Background: an optimization exercise with open tools, aiming at small area, a short achievable clock period and few clock cycles per item. Do not read the settings as production practice. Function was checked by simulation only, so behaviour that the tests miss may differ from the original. Power figures rest on the tool's default switching activity, not on a simulated workload.

$ cat run.sh
#!/bin/bash
# synth_recipe.tcl (not shown) runs the flow's synth.tcl, then flattens the netlist and writes it again
# the make line also repeats each setting of config.mk as NAME=value (left out here)
make -C /OpenROAD-flow-scripts/flow DESIGN_CONFIG=/design/flow/config.mk WORK_HOME=/design/flow/orfs CLKGATE_MAP_FILE= SYNTH_SCRIPT=/design/flow/synth_recipe.tcl finish
$ cat config.mk
export PLATFORM = sky130hd
export DESIGN_NAME = pm32
export DESIGN_NICKNAME = pm32
export VERILOG_FILES = /design/flow/design.v
export SDC_FILE = /design/flow/constraint.sdc
export NUM_CORES = 4
export LEC_CHECK = 0
export CAP_MARGIN = 20
export CORE_MARGIN = 2
export CORE_UTILIZATION = 40
export PLACE_DENSITY = 0.6
export SLEW_MARGIN = 20
$ cat constraint.sdc
create_clock -name core_clock -period 3.0 [get_ports {clk}]
set_input_delay 0.6000 -clock core_clock [delete_from_list [all_inputs] [get_ports {clk}]]
set_output_delay 0.6000 -clock core_clock [all_outputs]
set_load 0.01 [all_outputs]
$ cat design.v
`timescale    1ns/1ps
`default_nettype    none
module spm #(parameter SIZE = 32)(
    input wire              clk,
    input wire              rst,
    input wire              clr,
    input wire              y,
    input wire [SIZE-1:0]   x,
    output wire             p
);
    wire [SIZE-1:1]     pp;
    wire [SIZE-1:0]     xy;
    genvar i;
    CSADD csa0 (.clk(clk), .rst(rst), .clr(clr), .x(x[0]&y), .y(pp[1]), .sum(p));
    generate
        for(i=1; i<SIZE-1; i=i+1) begin : gen_csa
            CSADD csa (.clk(clk), .rst(rst), .clr(clr), .x(x[i]&y), .y(pp[i+1]), .sum(pp[i]));
        end
    endgenerate
    TCMP tcmp (.clk(clk), .rst(rst), .clr(clr), .a(x[SIZE-1]&y), .s(pp[SIZE-1]));
endmodule
module CSADD(
    input wire  clk,
    input wire  rst,
    input wire  clr,
    input wire  x,
    input wire  y,
    output reg  sum
);
    reg sc;
    wire hsum1, hco1;
    assign hsum1 = y ^ sc;
    assign hco1 = y & sc;
    wire hsum2, hco2;
    assign hsum2 = x ^ hsum1;
    assign hco2 = x & hsum1;
    always @(posedge clk or posedge rst) begin
        if (rst) begin
            sum <= 1'b0;
            sc <= 1'b0;
        end
        else if (clr) begin
            sum <= 1'b0;
            sc <= 1'b0;
        end
        else begin
            sum <= hsum2;
            sc <= hco1 ^ hco2;
        end
    end
endmodule
module TCMP (
    input wire  clk,
    input wire  rst,
    input wire  clr,
    input wire  a,
    output reg  s
);
    reg z;
    always @(posedge clk or posedge rst) begin
        if (rst) begin
            s <= 1'b0;
            z <= 1'b0;
        end
        else if (clr) begin
            s <= 1'b0;
            z <= 1'b0;
        end
        else begin
            z <= a | z;
            s <= a ^ z;
        end
    end
endmodule
`timescale    1ns/1ps
`default_nettype    none
/*verilator lint_off TIMESCALEMOD*/
module pm32 (
    input wire          clk,
    input wire          rst,
    input wire          start,
    input wire  [31:0]  mc,
    input wire  [31:0]  mp,
    output reg  [63:0]  p,
    output wire         done,
    input wire          op  
);
    wire        pw;
    reg [31:0]  Y;
    reg [7:0]   cnt, ncnt;
    reg [1:0]   state, nstate;
    localparam  IDLE=0, RUNNING=1, DONE=2;
    always @(posedge clk or posedge rst)
        if(rst)
            state  <= IDLE;
        else
            state <= nstate;
    always_comb
        case(state)
            IDLE    :   if(start) nstate = RUNNING; else nstate = IDLE;
            RUNNING :   if(cnt == 64) nstate = DONE; else nstate = RUNNING;
            DONE    :   if(start) nstate = RUNNING; else nstate = DONE;
            default :   nstate = IDLE;
        endcase
    always @(posedge clk)
        cnt <= ncnt;
    always_comb
        case(state)
            IDLE    :   ncnt = 0;
            RUNNING :   ncnt = cnt + 1;
            DONE    :   ncnt = 0;
            default :   ncnt = 0;
        endcase
    always @(posedge clk or posedge rst)
        if(rst)
            Y <= 32'b0;
        else if((start == 1'b1))
            Y <= mp;
        else if(state==RUNNING)
            Y <= (Y >> 1);
    always @(posedge clk or posedge rst)
        if(rst)
            p <= 64'b0;
        else if(start)
            p <= 64'b0;
        else if(state==RUNNING)
            p <= {pw, p[63:1]};
    wire y = (state==RUNNING) ? Y[0] : 1'b0;
    spm #(.SIZE(32)) spm32(
        .clk(clk),
        .rst(rst),
        .clr(start),
        .x(mc),
        .y(y),
        .p(pw)
    );
    assign done = (state == DONE);
endmodule
==> run notes <==
Outcome:
- The run finished with no timing, DRC or antenna violations.

CTS:
- The clock transition at the register clock pins on the worst setup and hold paths after CTS is 0.06 ns.
- TritonCTS built the clock tree.
- The largest buffer count on any clock path is 2.
- The clock insertion delay at the later pin of the skew report is 0.42 ns.
- The H-tree generated during clock tree synthesis spans 4 levels.
- The number of cells upsized or downsized after cts is 0.
- Buffers inserted during clock tree synthesis total 17.
- In this run, post-CTS hold repair placed 0 buffers.
- The number of buffers inserted by post-CTS setup repair is 0.
- The total clock sinks is 170.
- The tree is rooted in a sky130_fd_sc_hd__clkbuf_16.

Detailed routing:
- The via density per instance is 4.87.
- Summed over all layers, the routed wires come to 14.5 mm.
- The per-cell routed wire length is 14.1 um.
- In this run, the number of DRC markers left after iteration 0 of detailed routing was 250.
- The routed via count is 5001.
- The detailed-routing iteration count for the pre-antenna-repair pass is 5.
- The count of nets left with antenna violations once routing finished came out at 0.
- The remaining routing DRC violations is 0.

Floorplanning:
- The top-level port count is 133.
- The number of core rows is 49.
- From left edge to right edge, the die measures 139 um.
- The core footprint is 18000 sq um.
- The initial utilization of the core area, before any placement, comes to 40.9%.
- The die covers 19500 sq um.
- The die extent in y is 139 um.

Worst setup path:
- The data arrival time at the worst-slack endpoint is 1.63 ns.
- The launch point of the critical path is state[0]$_DFF_PP0_.
- The required time reported for the critical path endpoint is 2.40 ns.
- The critical path is of the flip-flop to output port type.
- The endpoint kind of the worst setup timing path is an output port.
- The launching point of the worst reg2reg path is state[1]$_DFF_PP0_.
- The maximum net fanout on the critical path is 4.
- The startpoint type of the worst setup path is a flip-flop.

Global routing:
- The remaining global-route overflow is 0.
- For met1 alone, demand over resource in global routing was 22.3%.
- The peak-usage layer in the global routing report is met2.
- Entering global routing, the biggest net connects 135 pins.
- The met3 global-route usage is 3.92%.
- The first global-routing pass estimated 24.4 mm of wire.
- The number of global-route vias before repair is 4899.
- The global-route usage over all layers is 15.6%.
- Global routing consumed, on the met2 layer, 23.3% of the routing resources.
- The initial antenna violation count is 0.

Cells and area:
- Compared with the post-synthesis result, the final layout area differs by 27.7%.
- Excluding fillers, the count of instances in the completed layout stands at 1026.
- 0 antenna diodes ended up in the layout.
- Leaving out fill and tap cells, the most frequent cells in the layout are 162 x sky130_fd_sc_hd__dfrtp_1, 162 x sky130_fd_sc_hd__nand2_1, 130 x sky130_fd_sc_hd__clkdlybuf4s50_1, 67 x sky130_fd_sc_hd__a21oi_1, 64 x sky130_fd_sc_hd__nor2b_1.
- The net count reported at finish is 886.
- The filler cells instantiated in the layout total 1584.
- The fraction of layout cells with a size suffix above 1 is 5.65%.

Yosys:
- The total nets after synthesis is 774.
- The total of flip-flops plus latches after synthesis is 170.
- In the synthesized netlist, the number of instances is 672.
- Sequential cells were found to cover 57.4% of the synthesized design area.
- Yosys printed 3 warnings.
- The mapped netlist covers 7340 sq um.
- Dividing the synthesized area by the synthesized cell count gives 10.9 sq um.
- In this run, distinct cell masters in the synthesized netlist total 27.

STA:
- The worst setup skew after layout is 0.0104 ns.
- The tightest hold path in the finished design has a slack of 0.494 ns.
- The post-route clock period utilization is 74.2%.
- The number of failing hold endpoints at the final stage is 0.
- The max-slew violation total from the final report is 0.
- The maximum clock frequency is 449 MHz.
- The setup TNS is 0 ns.
- Headroom to the max-slew limit came out at 34.7%.
- The setup violation total in the final timing report is 0.
- The clock period minus worst slack is 2.23 ns.
- The transition time at the pin with the least slew margin is 0.980 ns.
- Setup repair after global routing left no endpoint under its margin.

Placement:
- After legalization and detailed placement, the total HPWL measured 8.90 mm.
- The last weighted congestion value of the routability-driven placer is 0.726.
- The count of placed standard cells including taps is 994.
- During placement, the flow inserted port buffers numbering 131.

Hold path:
- In this run the most critical hold path is launched from cnt[0]$_SDFF_PP0_.
- The class of the most critical hold timing path is flip-flop to flip-flop.

Pwr:
- The static leakage power is 4.25 nW.
- The total power per unit cell area is 584 nW/um^2.
- IR analysis of the VDD net gives a maximum drop of 0.000388 V.
- The power consumption is 5.48 mW.

Run:
- Across the run, the number of max-cap violations was 0.
-- Yosys cell counts, drive strengths merged --
master	count	area share, %
nand3	6	0.41
xor2	2	0.24
fa	31	8.5
nand4	1	0.17
xnor2	1	0.12
buf	26	2.6
nor2	6	0.31
ha	3	0.51
and2	1	0.085
nand2	162	8.3
nor2b	64	5.5
o21ai	35	2.4
a21oi	67	4.6
nor4b	1	0.12
dfrtp	162	55
mux2i	31	4.2
and2b	1	0.10
nand2b	1	0.085
inv	6	0.31
and3	31	2.6
dfxtp	8	2.2
or3	3	0.26
o2bb2ai	2	0.24
clkbuf	21	1.1
-- where the power goes --
part	leakage (nW)	internal, mW	switching (mW)
logic	1.72	0.331	0.381
clock network	0.281	1.25	0.909
registers	2.25	2.46	0.140
-- state kept, by name (all words and copies together), names as in the netlist --
| register | cells |
|---|---|
| Y | 32 |
| cnt | 8 |
| p | 64 |
| spm32.csa0.sc | 1 |
| spm32.csa0.sum | 1 |
| spm32.gen_csa.csa.sc | 30 |
| spm32.gen_csa.csa.sum | 30 |
| spm32.tcmp.s | 1 |
| spm32.tcmp.z | 1 |
| state | 2 |
-- metal layers --
layer,up-vias,routed length (um)
met5,-,0
met4,0,142
met3,11,605
met2,119,6710
met1,2468,7020
li1,2403,-
-- worst max-delay path, stage by stage, from the launching register on --
cell                              delay, ns
sky130_fd_sc_hd__dfrtp_1               0.43
sky130_fd_sc_hd__nor2b_1               0.19
sky130_fd_sc_hd__clkdlybuf4s50_1       0.59
-- cell families (layout without fill, tap and decap cells) --
group | after synthesis | after routing | share of synthesized area (%)
simple gates | 277 | 277 | 17.9
flops | 170 | 170 | 57.4
fa+ha+maj | 34 | 34 | 8.96
compound gates | 104 | 104 | 7.19
mux | 31 | 31 | 4.23
xor+xnor | 3 | 3 | 0.358
buf+inv | 53 | 178 | 3.97
-- layout make-up --
class / instances / area [sq um] / area share (%)
clock buffers: 19 / 443 / 4.72
inverters: 6 / 26.3 / 0.280
well taps: 229 / 287 / 3.06
clock inverters: 13 / 141 / 1.51
flip-flops and latches: 170 / 4210 / 44.9
multi-input cells: 449 / 2850 / 30.4
repair buffers: 140 / 1420 / 15.1
-- through the flow --
step | utilization, % | cell area (sq um) | setup slack [ns]
5_1_grt | 52.2 | 9380 | 0.709
3_3_place_gp | 48.9 | 8790 | 0.938
6_report | 52.2 | 9380 | 0.773
2_1_floorplan | - | 7350 | 0.343
4_1_cts | 52.2 | 9380 | 0.735
3_5_place_dp | 48.9 | 8790 | 0.912
-- worst paths after layout --
check / depth (start not counted) / slack (ns) / to
worst max-delay path: 2 / 0.77 / done
worst min-delay path: 1 / 0.49 / cnt[0]$_SDFF_PP0_
worst max register to register: 4 / 0.92 / spm32.gen_csa[22].csa.sum$_DFF_PP0_
worst min register to register: 1 / 0.49 / cnt[0]$_SDFF_PP0_
max in group asynchronous: 3 / 1.73 / Y[19]$_DFFE_PP0P_
min in group asynchronous: 3 / 0.65 / spm32.gen_csa[16].csa.sum$_DFF_PP0_
Testbench counts, summed over its fixed seeds: cycles 158,408, items 2,400.

## afterwards: timing with drivers on the ports
No port has a modelled driver above. Below, the same layout with a new extraction and two added sets of constraints.
Step 1 assumes that a clkbuf_16 drives the clock port and a buf_2 every other input.
Step 2 moves the port delays by t, midway between the first and last clock arrival at a register: inputs arrive t later, outputs are due t later. That takes back most of the time a late clock gives input paths.
a / b / c = ideal ports / drivers / drivers and shift; a / b = the first two.
shift t [ns]: 0.461
setup WS [ns]: 0.773 / 0.731 / 0.919
latest minus earliest clock arrival (ns): 0.012 / 0.011
worst register clock-pin slew, ns: 0.07 / 0.07
pins driven straight from the clock port: 1
After both steps setup and hold are still met in this run. For this run, drivers alone change the setup slack by -0.042 ns; drivers and shift together by +0.146 ns.
